From an optimization exercise on the open Yosys and OpenROAD flow, aimed at small area and a short achievable clock period; shortcuts taken in it are not production practice.
RTL that was checked went through simulation tests only; none was proved equivalent to the original.
The flow treats the clock pin as an ideal source. Dropping or thinning the clock tree relies on that and would not hold on a real chip.
Power figures rest on the tool's default switching activity, not on a simulated workload.

// fifo_sync
module fifo_sync #(
     parameter Depth = 64,
     parameter Width = 8)
    (input clk,
     input  resetn,
     input [Width-1:0] data_in,
     input wr_en, rd_en,
     output [Width-1:0] data_out,
     output empty, full);
export LEC_CHECK = 0
export CAP_MARGIN = 20
export CORE_MARGIN = 2
export CORE_UTILIZATION = 55
export SETUP_SLACK_MARGIN = 2.4
export SLEW_MARGIN = 20
export SYNTH_HIERARCHICAL = 1
export SYNTH_MINIMUM_KEEP_SIZE = 0
create_clock -name core_clock -period 4.0 [get_ports {clk}]
standard.sh (not shown) runs the stock make flow with config.mk's settings and CLKGATE_MAP_FILE= SYNTH_SCRIPT=/design/flow/synth_recipe.tcl, a recipe that flattens the netlist after the stock synthesis.
==> flow/flow/run.sh <==
#!/bin/bash
# The standard ORFS flow (standard.sh), except that the clock tree is built by
# flow/cts_hook.tcl: a two-level tree of root buffers (up to 4 on the clock
# port) feeding leaf buffers at the centres of balanced groups of flip-flops.
set -euo pipefail
here=$(pwd)
export PRE_CTS_TCL=$here/flow/cts_hook.tcl
export MYCTS_LEAVES=${MYCTS_LEAVES:-21}
export MYCTS_ROOTS=${MYCTS_ROOTS:-4}
bash standard.sh finish > "$here/orfs_make.log" 2>&1 || { tail -n 50 "$here/orfs_make.log"; exit 1; }
tail -n 5 "$here/orfs_make.log"
Other scripts of this flow, unchanged in this note and not shown: flow/flow/cts_hook.tcl, flow/flow/mycts.tcl
The first run completed without violations.
Edit:
SETUP_SLACK_MARGIN = 2.25   (was 2.4)
TNS_END_PERCENT = 10   (was default)
After rerunning:
- The new run produced a clean layout
- total power goes down by 12%
- routed wire length goes down by 10%
- clock skew stays flat
- global-route usage goes down by 3.3 points
- core utilization goes down by 8.4 points
- final area goes down by 12%
- area after synthesis is unchanged
- hold slack is about the same
- maximum frequency goes down by 2.2%
- final cell count goes down by 5.5%
- setup slack is worse by 0.041 ns
No run of this note takes its clock network from TritonCTS; it comes from the design's own scripts or RTL.

---

Another version of the RTL of fifo_sync (not shown whole).
For scale: about 2100 cells after synthesis, ~530 flip-flops, ~22 I/O pins.
Settings: LEC_CHECK=0, CAP_MARGIN=20, CORE_MARGIN=2, CORE_UTILIZATION=40, SETUP_SLACK_MARGIN=2.2, SLEW_MARGIN=20, SYNTH_HIERARCHICAL=1, SYNTH_MINIMUM_KEEP_SIZE=0; clock period 4.0 ns.
run.sh (not shown) runs the stock make flow with config.mk's settings and CLKGATE_MAP_FILE= SYNTH_SCRIPT=/design/flow/synth_recipe.tcl, a recipe that flattens the netlist after the stock synthesis.
Stock flow here: none of the scripts above is used.
Then changed:
Settings changed: SETUP_SLACK_MARGIN 2.2 to 1.8.
What happened: Cell count decreases by a few percent. Wire length decreases by a little under a tenth. Power decreases by a few percent. Sequential share of layout area increases by 3.3 points. Die area stays the same. Worst hold slack hardly moves.
Function was not checked in any run of this note: the RTL went through the layout flow alone.

---

fifo_sync, a different RTL version from the one above (not shown whole).
For scale: roughly 530 flip-flops, roughly 22 I/O pins, roughly 0.020 mm2 of cells after synthesis.
Settings: LEC_CHECK=0, CAP_MARGIN=20, CORE_MARGIN=2, CORE_UTILIZATION=45, SETUP_SLACK_MARGIN=2.25, SLEW_MARGIN=20, SYNTH_HIERARCHICAL=1, SYNTH_MINIMUM_KEEP_SIZE=0; clock period 4.0 ns.
standard.sh (not shown) runs the stock make flow with config.mk's settings and CLKGATE_MAP_FILE= SYNTH_SCRIPT=/design/flow/synth_recipe.tcl, a recipe that flattens the netlist after the stock synthesis.
==> flow/flow/run.sh <==
#!/bin/bash
# The standard ORFS flow (standard.sh), except that the clock tree is built by
# flow/cts_hook.tcl: a two-level tree of root buffers (up to 4 on the clock
# port) feeding leaf buffers at the centres of balanced groups of flip-flops.
set -euo pipefail
here=$(pwd)
export PRE_CTS_TCL=$here/flow/cts_hook.tcl
export MYCTS_LEAVES=${MYCTS_LEAVES:-21}
export MYCTS_ROOTS=${MYCTS_ROOTS:-4}
# port buffers: a plain buffer rather than the delay cell ORFS picks by area
export BUFFER_PORTS_ARGS="-buffer_cell sky130_fd_sc_hd__buf_4"
bash standard.sh finish > "$here/orfs_make.log" 2>&1 || { tail -n 50 "$here/orfs_make.log"; exit 1; }
tail -n 5 "$here/orfs_make.log"
Other scripts of this flow, unchanged in this note and not shown: flow/flow/cts_hook.tcl, flow/flow/mycts.tcl
The first run completed with no timing, DRC or antenna violations.
Next try:
- CORE_UTILIZATION: 45 -> 50
- SETUP_SLACK_MARGIN: 2.25 -> 2.3
- TNS_END_PERCENT: unset -> 5
After rerunning: Wire length went down by a few percent; cell area went down slightly; via count went down slightly; synthesized area is unchanged.
Next try:
- SETUP_SLACK_MARGIN: 2.3 -> 2.25
- TNS_END_PERCENT: 5 -> unset
Outcome: First-iteration DRC count is higher by a little under a tenth. Die area stays the same. Cell area rises slightly. Core utilization rose by 0.98 points. Final cell count grows slightly. Routed wire length went up by a few percent.
Next try:
- SETUP_SLACK_MARGIN: 2.25 -> 2.35
- TNS_END_PERCENT: unset -> 2
Result: Routed wire length falls by about 3%; power falls by about 0.34%; via count falls by about 1.1%; final cell count falls by 0.56%; final area barely changes; clock power hardly moves; worst hold slack gets worse by 0.0062 ns.
In every run of this note, the design's own scripts or RTL, not TritonCTS, make the clock network.

---

fifo_sync, a different RTL version from the one above (not shown whole).
Size: ~2000 cells after synthesis, about 530 flip-flops, about 22 I/O pins.
export LEC_CHECK = 0
export CAP_MARGIN = 20
export CORE_MARGIN = 2
export CORE_UTILIZATION = 55
export PLACE_DENSITY = 0.72
export SETUP_SLACK_MARGIN = 2.25
export SLEW_MARGIN = 20
export SYNTH_HIERARCHICAL = 1
export SYNTH_MINIMUM_KEEP_SIZE = 0
create_clock -name core_clock -period 4.0 [get_ports {clk}]
Scripts as last shown in full above: flow/flow/run.sh
Other scripts of this flow, unchanged in this note and not shown: flow/flow/cts_hook.tcl, flow/flow/mycts.tcl
==> next run, changes <==
PLACE_DENSITY = default   (was 0.72)
SETUP_SLACK_MARGIN = 2.3   (was 2.25)
TNS_END_PERCENT = 5   (was default)
Outcome: Area after synthesis stays the same; final area is higher by 2.7%; final cell count is higher by about 0.6%; synthesized cell count is unchanged; register-to-register slack is better by 50 ps; utilization is higher by 1.6 points; via count is higher by 1.6%.
No functional check of the RTL was part of any run of this note. In every run of this note, the design's own scripts or RTL, not TritonCTS, make the clock network.

---

## job 7209
RTL: one of the versions met above, not the one the previous note started from.
For scale: ~2,000 cells after synthesis, roughly 530 flip-flops, about 22 I/O pins, about 0.020 mm2 of cells after synthesis.
// fifo_sync
module fifo_sync #(
     parameter Depth = 64,
     parameter Width = 8)
    (input clk,
     input  resetn,
     input [Width-1:0] data_in,
     input wr_en, rd_en,
     output [Width-1:0] data_out,
     output empty, full);
export LEC_CHECK = 0
export CAP_MARGIN = 20
export CORE_MARGIN = 2
export CORE_UTILIZATION = 65
export SETUP_SLACK_MARGIN = 2.25
export SLEW_MARGIN = 20
export SYNTH_HIERARCHICAL = 1
export SYNTH_MINIMUM_KEEP_SIZE = 0
create_clock -name core_clock -period 4.0 [get_ports {clk}]
Scripts as last shown in full above: flow/flow/run.sh
Other scripts of this flow, unchanged in this note and not shown: flow/flow/cts_hook.tcl, flow/flow/mycts.tcl
Modified inputs, job 8768 compared to job 7209
--- a/flow/config.mk
+++ b/flow/config.mk
@@ -9,3 +9,3 @@
 export CORE_MARGIN = 2
-export CORE_UTILIZATION = 65
+export CORE_UTILIZATION = 55
 export SETUP_SLACK_MARGIN = 2.25
- Measured against each other, job 7209 and job 8768 differ in setup slack on the worst flop-to-flop path, the lower figure coming from job 7209.
- Delta (job 8768 minus job 7209): power down about 1.8%; total met2 wirelength after detailed routing rose 430 um.
What job 211 does differently from job 8768 at the input level:
--- a/flow/flow/run.sh
+++ b/flow/flow/run.sh
@@ -9,4 +9,2 @@
 export MYCTS_ROOTS=${MYCTS_ROOTS:-4}
-# port buffers: a plain buffer rather than the delay cell ORFS picks by area
-export BUFFER_PORTS_ARGS="-buffer_cell sky130_fd_sc_hd__buf_4"
 bash standard.sh finish > "$here/orfs_make.log" 2>&1 || { tail -n 50 "$here/orfs_make.log"; exit 1; }
--- a/flow/config.mk
+++ b/flow/config.mk
@@ -10,3 +10,3 @@
 export CORE_UTILIZATION = 55
-export SETUP_SLACK_MARGIN = 2.25
+export SETUP_SLACK_MARGIN = 2.2
 export SLEW_MARGIN = 20
@@ -14 +14,2 @@
 export SYNTH_MINIMUM_KEEP_SIZE = 0
+export TNS_END_PERCENT = 10
[summary]
The post-synthesis instance area on job 211 is in line with that on job 8768. Delta(final critical-path share of the clock period, job 211 - job 8768) > 0. | clock skew after layout | job 211 vs job 8768 | ≈ equal |. Job 211 against job 8768; largest net degree at the start of global routing is down by more than 10%. Relative to job 8768, worst slew slack as a fraction of its limit increased by 1.0 points in job 211. Comparing job 211 and job 8768, the higher combinational power share was measured on job 8768. Compare job 211 and job 8768 | routability congestion estimate from global placement lower: job 8768. Compared with job 8768, in job 211 static leakage moved down, post-layout utilization of the core lower.
What job 6723 does differently from job 211 at the input level:
--- a/flow/config.mk
+++ b/flow/config.mk
@@ -10,3 +10,3 @@
 export CORE_UTILIZATION = 55
-export SETUP_SLACK_MARGIN = 2.2
+export SETUP_SLACK_MARGIN = 2.3
 export SLEW_MARGIN = 20
@@ -14,2 +14,2 @@
 export SYNTH_MINIMUM_KEEP_SIZE = 0
-export TNS_END_PERCENT = 10
+export TNS_END_PERCENT = 5
Notes after the runs:
Job 6723 vs job 211: routed length on met3 down
Job 6723 gives less slew at the pin closest to its max-slew limit than job 211 did.
Looking at job 211 and job 6723, the worst hold slack is a wash.
Job 211 vs job 6723, cell type of the slowest stage on the worst timing path: clkdlybuf4s50_1 vs or2_4
Routed wirelength normalized by instance count of job 6723 exceeds that of job 211 slightly.
Minimum clock period after layout in job 6723 vs job 211: down 0.22 ns
Between job 6723 and job 211, it is job 6723 whose relative contribution of the clock network to total power is lower, by 0.5 points.
No run of this note takes its clock network from TritonCTS; it comes from the design's own scripts or RTL.

---

The RTL this note starts from:
==> flow/design.v <==
`timescale 1ns/1ps
module fifo_sync #(
     parameter Depth = 64,
     parameter Width = 8)
    (input clk,
     input  resetn,
     input [Width-1:0] data_in,
     input wr_en, rd_en,
     output [Width-1:0] data_out,
     output empty, full);
     reg  [7:0] ta;
     reg  [6:0] tb;
     reg        nempty;       
     reg        empty_r;      
     reg        full_r;       
     wire do_read  = rd_en & nempty;
     wire do_write = wr_en & ~ta[7];
     wire up   = do_write & ~do_read;
     wire down = do_read & ~do_write;
     always @(posedge clk or negedge resetn)
        if (!resetn) begin
           ta      <= 8'b0;
           tb      <= 7'b0;
           nempty  <= 1'b0;
           empty_r <= 1'b1;
           full_r  <= 1'b0;
        end else if (up) begin
           if (tb[6]) begin                  
              tb <= 7'b0;
              ta <= {ta[6:0], 1'b1};
           end else
              tb <= {tb[5:0], 1'b1};
           nempty  <= 1'b1;
           empty_r <= 1'b0;
           full_r  <= ta[6] & tb[6];         
        end else if (down) begin
           if (!tb[0]) begin                 
              tb <= 7'b1111111;
              ta <= {1'b0, ta[7:1]};
           end else
              tb <= {1'b0, tb[6:1]};
           nempty  <= ta[0] | tb[1];         
           empty_r <= ~(ta[0] | tb[1]);
           full_r  <= 1'b0;
        end
     assign empty = empty_r;
     assign full  = full_r;
     wire [Depth:0] valid;
     genvar i;
     generate
        for (i = 0; i < Depth; i = i + 1) begin : dec
           wire a_gt  = ta[i / 8];
           wire a_ge  = (i / 8 == 0) ? 1'b1 : ta[(i / 8 + 7) % 8];
           wire b_gt  = (i % 8 == 7) ? 1'b0 : tb[i % 8 % 7];
           assign valid[i] = a_gt | (a_ge & b_gt);
        end
     endgenerate
     assign valid[Depth] = 1'b0;
     reg  [Width-1:0] mem [0:Depth-1];
     generate
        for (i = 0; i < Depth; i = i + 1) begin : ent
           wire hold  = ~do_read & valid[i];
           wire shift =  do_read & valid[i+1];
           wire load  = ~(hold | shift);
           wire [Width-1:0] next = (i + 1 < Depth) ? mem[(i + 1) % Depth] : {Width{1'b0}};
           wire [Width-1:0] d;
           fifo_sel #(.Width(Width)) sel (
              .hold(hold), .shift(shift), .load(load),
              .cur(mem[i]), .nxt(next), .din(data_in), .d(d));
           always @(posedge clk)
              mem[i] <= d;
        end
     endgenerate
     assign data_out = mem[0];
endmodule
module fifo_sel #(
     parameter Width = 8)
    (input hold, shift, load,
     input [Width-1:0] cur, nxt, din,
     output [Width-1:0] d);
     assign d = ({Width{hold}}  & cur)
              | ({Width{shift}} & nxt)
              | ({Width{load}}  & din);
endmodule
make LEC_CHECK=0 CAP_MARGIN=20 CORE_MARGIN=2 CORE_UTILIZATION=55 CTS_CLUSTER_DIAMETER=100 CTS_CLUSTER_SIZE=30 SETUP_SLACK_MARGIN=2.2 SLEW_MARGIN=20 SYNTH_HIERARCHICAL=1 SYNTH_MINIMUM_KEEP_SIZE=0 finish   # period 4.0 ns
run.sh (not shown) runs the stock make flow with config.mk's settings and CLKGATE_MAP_FILE= SYNTH_SCRIPT=/design/flow/synth_recipe.tcl, a recipe that flattens the netlist after the stock synthesis.
Stock flow here: none of the scripts above is used.
The starting point produced a clean layout.
Next try:
Settings changed: CORE_UTILIZATION 55 to 40.
=> Sequential share of layout area is lower by 1.8 points; global-route usage is lower by 7.6 points; setup slack stays flat; area after synthesis is unchanged; via count is higher by 1.9%; die area is higher by 37%; design area is higher by 4.1%; total power is higher by 2.8%; worst hold slack gets worse by 13 ps.
Function was not checked in any run of this note: the RTL went through the layout flow alone.

[static timing again, ports no longer ideal]
The results above use ideal ports. As a check the final layouts listed here were re-extracted and re-timed, cells and wires unchanged.
Step 1 sets driving cells, clkbuf_16 on the clock port and buf_2 on the other inputs (assumed; they add their load-dependent delay and slew).
Step 2, shift: input delay + t, output delay - t, t = (earliest + latest rising clock arrival at the registers) / 2. This alone moves slack from input paths to output paths.
Three values: no drivers, after step 1, after step 2; two values: the first two.
run	t, ns	setup WS [ns]	hold WS [ns]	slew at the worst register clock pin (ns)	pins driven straight from the clock port
the first run of note 1	0.472	2.225 / 1.980 / 1.509	0.475 / 0.465 / 0.475	0.10 / 0.10	4
the second run of note 1	0.473	2.185 / 2.101 / 1.637	0.472 / 0.472 / 0.472	0.10 / 0.10	4
the first run of note 2	0.657	1.788 / 1.759 / 1.326	0.464 / 0.464 / 0.464	0.07 / 0.07	1
the second run of note 2	0.647	1.817 / 1.819 / 1.201	0.467 / 0.467 / 0.467	0.06 / 0.06	1
the first run of note 3	0.466	2.192 / 2.139 / 1.765	0.286 / 0.268 / 0.472	0.10 / 0.10	4
the second run of note 3	0.461	2.226 / 2.116 / 1.818	0.295 / 0.310 / 0.473	0.10 / 0.10	4
the third run of note 3	0.466	2.241 / 2.141 / 1.853	0.295 / 0.265 / 0.469	0.10 / 0.10	4
the fourth run of note 3	0.468	2.232 / 2.124 / 1.830	0.289 / 0.219 / 0.480	0.11 / 0.11	4
the first run of note 4	0.455	2.152 / 2.106 / 1.779	0.287 / 0.272 / 0.463	0.10 / 0.10	4
the second run of note 4	0.469	2.206 / 2.084 / 1.696	0.295 / 0.258 / 0.469	0.10 / 0.10	4
job 7209	0.464	2.152 / 2.146 / 1.744	0.298 / 0.240 / 0.475	0.10 / 0.10	4
job 8768	0.462	2.233 / 2.119 / 1.768	0.287 / 0.289 / 0.451	0.10 / 0.10	4
job 211	0.461	1.978 / 1.861 / 1.659	0.471 / 0.471 / 0.471	0.10 / 0.10	4
job 6723	0.456	2.194 / 2.107 / 1.660	0.470 / 0.470 / 0.470	0.10 / 0.10	4
the first run of note 6	0.615	1.908 / 1.852 / 1.581	0.467 / 0.467 / 0.467	0.12 / 0.12	1
the second run of note 6	0.631	1.908 / 1.849 / 1.531	0.454 / 0.454 / 0.454	0.12 / 0.12	1
After both steps setup and hold are still met in every run listed. The setup slack of the first run of note 1, which loses most, moves by -0.245 ns with the drivers and by -0.716 ns with both steps.
